Source: an optimization exercise on an open RTL-to-GDS flow (aim: small area and a short achievable clock period). Production flows keep margins and buffers that such runs may drop. RTL that was checked went through simulation tests only; none was proved equivalent to the original.

Setup of the reference run:
## systolic_array
module systolic_array(
    inp_west0, inp_west4, inp_west8, inp_west12,
    inp_north0, inp_north1, inp_north2, inp_north3,
    result0, result1, result2, result3, result4, result5, result6, result7,
    result8, result9, result10, result11, result12, result13, result14, result15,
    clk, rst, count
);
input wire [31:0] inp_west0, inp_west4, inp_west8, inp_west12,
                  inp_north0, inp_north1, inp_north2, inp_north3;
output wire [63:0] result0, result1, result2, result3, result4, result5, result6, result7,
                   result8, result9, result10, result11, result12, result13, result14, result15;
output reg [7:0] count;
input clk, rst;
always @(posedge clk) begin
    if (rst) count <= 0;
    else count <= count + 1;
end
wire [17:0] nenc0_r = {2'b00, inp_north0[15:0], 1'b0};
  ...
Size: roughly 1000 flip-flops, ~0.15 mm^2 of cells after synthesis.
export LEC_CHECK = 0
export CAP_MARGIN = 20
export CORE_MARGIN = 2
export CORE_UTILIZATION = 40
export SETUP_SLACK_MARGIN = 2.0
export SLEW_MARGIN = 20
export SYNTH_HIERARCHICAL = 1
export TNS_END_PERCENT = 0
create_clock -name core_clock -period 7.0 [get_ports {clk}]
standard.sh (not shown) runs the stock make flow with config.mk's settings and CLKGATE_MAP_FILE= SYNTH_SCRIPT=/design/flow/synth_recipe.tcl, a recipe that flattens the netlist after the stock synthesis.
==> flow/flow/run.sh <==
#!/bin/bash
# The standard layout, with plain buf_2 cells as the port buffers instead of the
# delay buffer that buffer_ports picks by default. Every port still gets a buffer.
set -euo pipefail
export BUFFER_PORTS_ARGS="-buffer_cell sky130_fd_sc_hd__buf_2"
bash standard.sh > standard_flow.log 2>&1
The reference run ended with every stage complete and zero timing, DRC or antenna violations.
> inputs changed (the reference run -> the trial run)
==> flow/run.sh (new file) <==
#!/bin/bash
# synth_recipe.tcl (not shown) runs the flow's synth.tcl, then flattens the netlist and writes it again
# the make line also repeats each setting of config.mk as NAME=value (left out here)
make -C /OpenROAD-flow-scripts/flow DESIGN_CONFIG=/design/flow/config.mk WORK_HOME=/design/flow/orfs CLKGATE_MAP_FILE= SYNTH_SCRIPT=/design/flow/synth_recipe.tcl finish
removed: flow/flow/run.sh
removed: flow/standard.sh
[summary]
The trial run: no failed stages, no open violations at the end. The trial run against the reference run; maximum clock frequency is down slightly. Higher wire length among the reference run and the trial run: the trial run. In the final reports, the cell area of the trial run is larger than that of the reference run. Taking the reference run as the reference, in the trial run worst hold slack across all endpoints has increased; number of gates resized after cts increased by about 100% relative to the old numbers.

---

Another version of the RTL of systolic_array (not shown whole).
For scale: ~17000 cells after synthesis, ~1300 I/O pins, roughly 150000 µm² of cells after synthesis.
==> flow/config.mk <==
export PLATFORM = sky130hd
export DESIGN_NAME = systolic_array
export DESIGN_NICKNAME = systolic_array
export VERILOG_FILES = /design/flow/design.v
export SDC_FILE = /design/flow/constraint.sdc
export NUM_CORES = 4
export LEC_CHECK = 0
export CAP_MARGIN = 20
export CORE_MARGIN = 2
export CORE_UTILIZATION = 40
export SETUP_SLACK_MARGIN = 2.0
export SLEW_MARGIN = 20
export SYNTH_HIERARCHICAL = 1
export TNS_END_PERCENT = 0
==> flow/constraint.sdc <==
create_clock -name core_clock -period 7.0 [get_ports {clk}]
set_input_delay 1.4000 -clock core_clock [delete_from_list [all_inputs] [get_ports {clk}]]
set_output_delay 1.4000 -clock core_clock [all_outputs]
set_load 0.01 [all_outputs]
==> flow/flow/run.sh <==
#!/bin/bash
# The standard layout, with plain buf_2 cells as the port buffers instead of the
# delay buffer that buffer_ports picks by default. Every port still gets a buffer.
set -euo pipefail
export BUFFER_PORTS_ARGS="-buffer_cell sky130_fd_sc_hd__buf_2"
bash standard.sh > standard_flow.log 2>&1
Next try:
SETUP_SLACK_MARGIN = 3.0   (was 2.0)
After rerunning:
- via count stays flat
- first-iteration DRC count is lower by a few percent
- die area is unchanged
- synthesized area stays the same
- worst setup slack gets worse by 0.057 ns
- clock-buffer cell count does not change
- wire length stays flat
- utilization is lower by 0.29 points
- final area is lower slightly

---

Setup of job 8824:
Another version of the RTL of systolic_array (not shown whole).
Size: about 0.15 mm^2 of cells after synthesis.
Settings: LEC_CHECK=0, CAP_MARGIN=20, CORE_MARGIN=2, CORE_UTILIZATION=40, SETUP_SLACK_MARGIN=0.1, SLEW_MARGIN=20, SYNTH_HIERARCHICAL=1; clock period 7.0 ns.
run.sh (not shown) runs the stock make flow with config.mk's settings and CLKGATE_MAP_FILE= SYNTH_SCRIPT=/design/flow/synth_recipe.tcl, a recipe that flattens the netlist after the stock synthesis.
Stock flow here: none of the scripts above is used.
### job 8824 -> job 5010
- a change of SETUP_SLACK_MARGIN from 0.1 to 2.5
## What came out
- Job 5010: all stages done; final checks FAILED (antenna violations).
- Job 5010 vs job 8824 — sum of routed wire length over all layers rose 42000 um.
- On number of global-route vias before repair: job 5010 sits above job 8824.
- Signed area change from the synthesized netlist to the final layout | job 5010 above job 8824
- Reported for job 5010 and job 8824, share of the yosys chip area belonging to registers turned out identical to the last digit.
- Relative to job 8824, met1 wire length increased by about 1.9% in job 5010.
- Lower worst setup skew after layout among job 5010 and job 8824: job 8824
- Global-route wire length before repair (lower): job 8824
Function was not checked in any run of this note: the RTL went through the layout flow alone.

---

systolic_array, a different RTL version from the one above (not shown whole).
Size: ~900 flip-flops, roughly 1300 I/O pins, about 150000 um^2 of cells after synthesis.
==> flow/design.v (excerpt) <==
module systolic_array(
    inp_west0, inp_west4, inp_west8, inp_west12,
    inp_north0, inp_north1, inp_north2, inp_north3,
    result0, result1, result2, result3, result4, result5, result6, result7,
    result8, result9, result10, result11, result12, result13, result14, result15,
    clk, rst, count
);
clock: 7.0 ns
lec_check: 0
cap_margin: 20
core_margin: 2
core_utilization: 60
setup_slack_margin: 2.0
slew_margin: 20
synth_hierarchical: 1
tns_end_percent: 0
The baseline passed the timing, design-rule and antenna checks.
Change:
Settings changed: CORE_UTILIZATION 60 to 40.
Result: Critical path depth rose by 1; via count shrinks by about 3.5%; setup slack is about the same; core utilization went down by 22 points; design area goes up by 1.3%; first-iteration DRC count goes down by 26%.

re-timing with driven ports:
No port has a modelled driver above. Below, the same layouts with a new extraction and two added sets of constraints. Step 1 sets driving cells, clkbuf_16 on the clock port and buf_2 on the other inputs (assumed; they add their load-dependent delay and slew). Step 2 times the ports against the registers' clock, not the clock port: input delays grow and output delays shrink by t, the midpoint of the rising clock arrivals with the driver on. Three values: ideal, step 1, step 2; two values: the first two.
run | shift t [ns] | slack for setup (ns) | worst data-port slew with drivers (ns)
the reference run | 0.998 | 1.953 / 2.016 / 1.027 | 0.15
the trial run | 0.965 | 1.911 / 1.959 / 0.994 | 0.18
the first run of note 2 | 0.968 | 1.989 / 1.989 / 1.067 | 0.15
the second run of note 2 | 0.968 | 1.932 / 1.986 / 1.018 | 0.14
job 8824 | 0.964 | 0.214 / 0.212 / -0.752 | 0.14
job 5010 | 0.974 | 0.897 / 0.871 / -0.103 | 0.21
the first run of note 4 | 0.867 | 1.257 / 1.304 / 0.437 | 0.20
the second run of note 4 | 0.978 | 1.257 / 1.152 / 0.173 | 0.29
For the second run of note 4, which loses most, drivers alone change the setup slack by -0.105 ns; drivers and shift together by -1.084 ns.
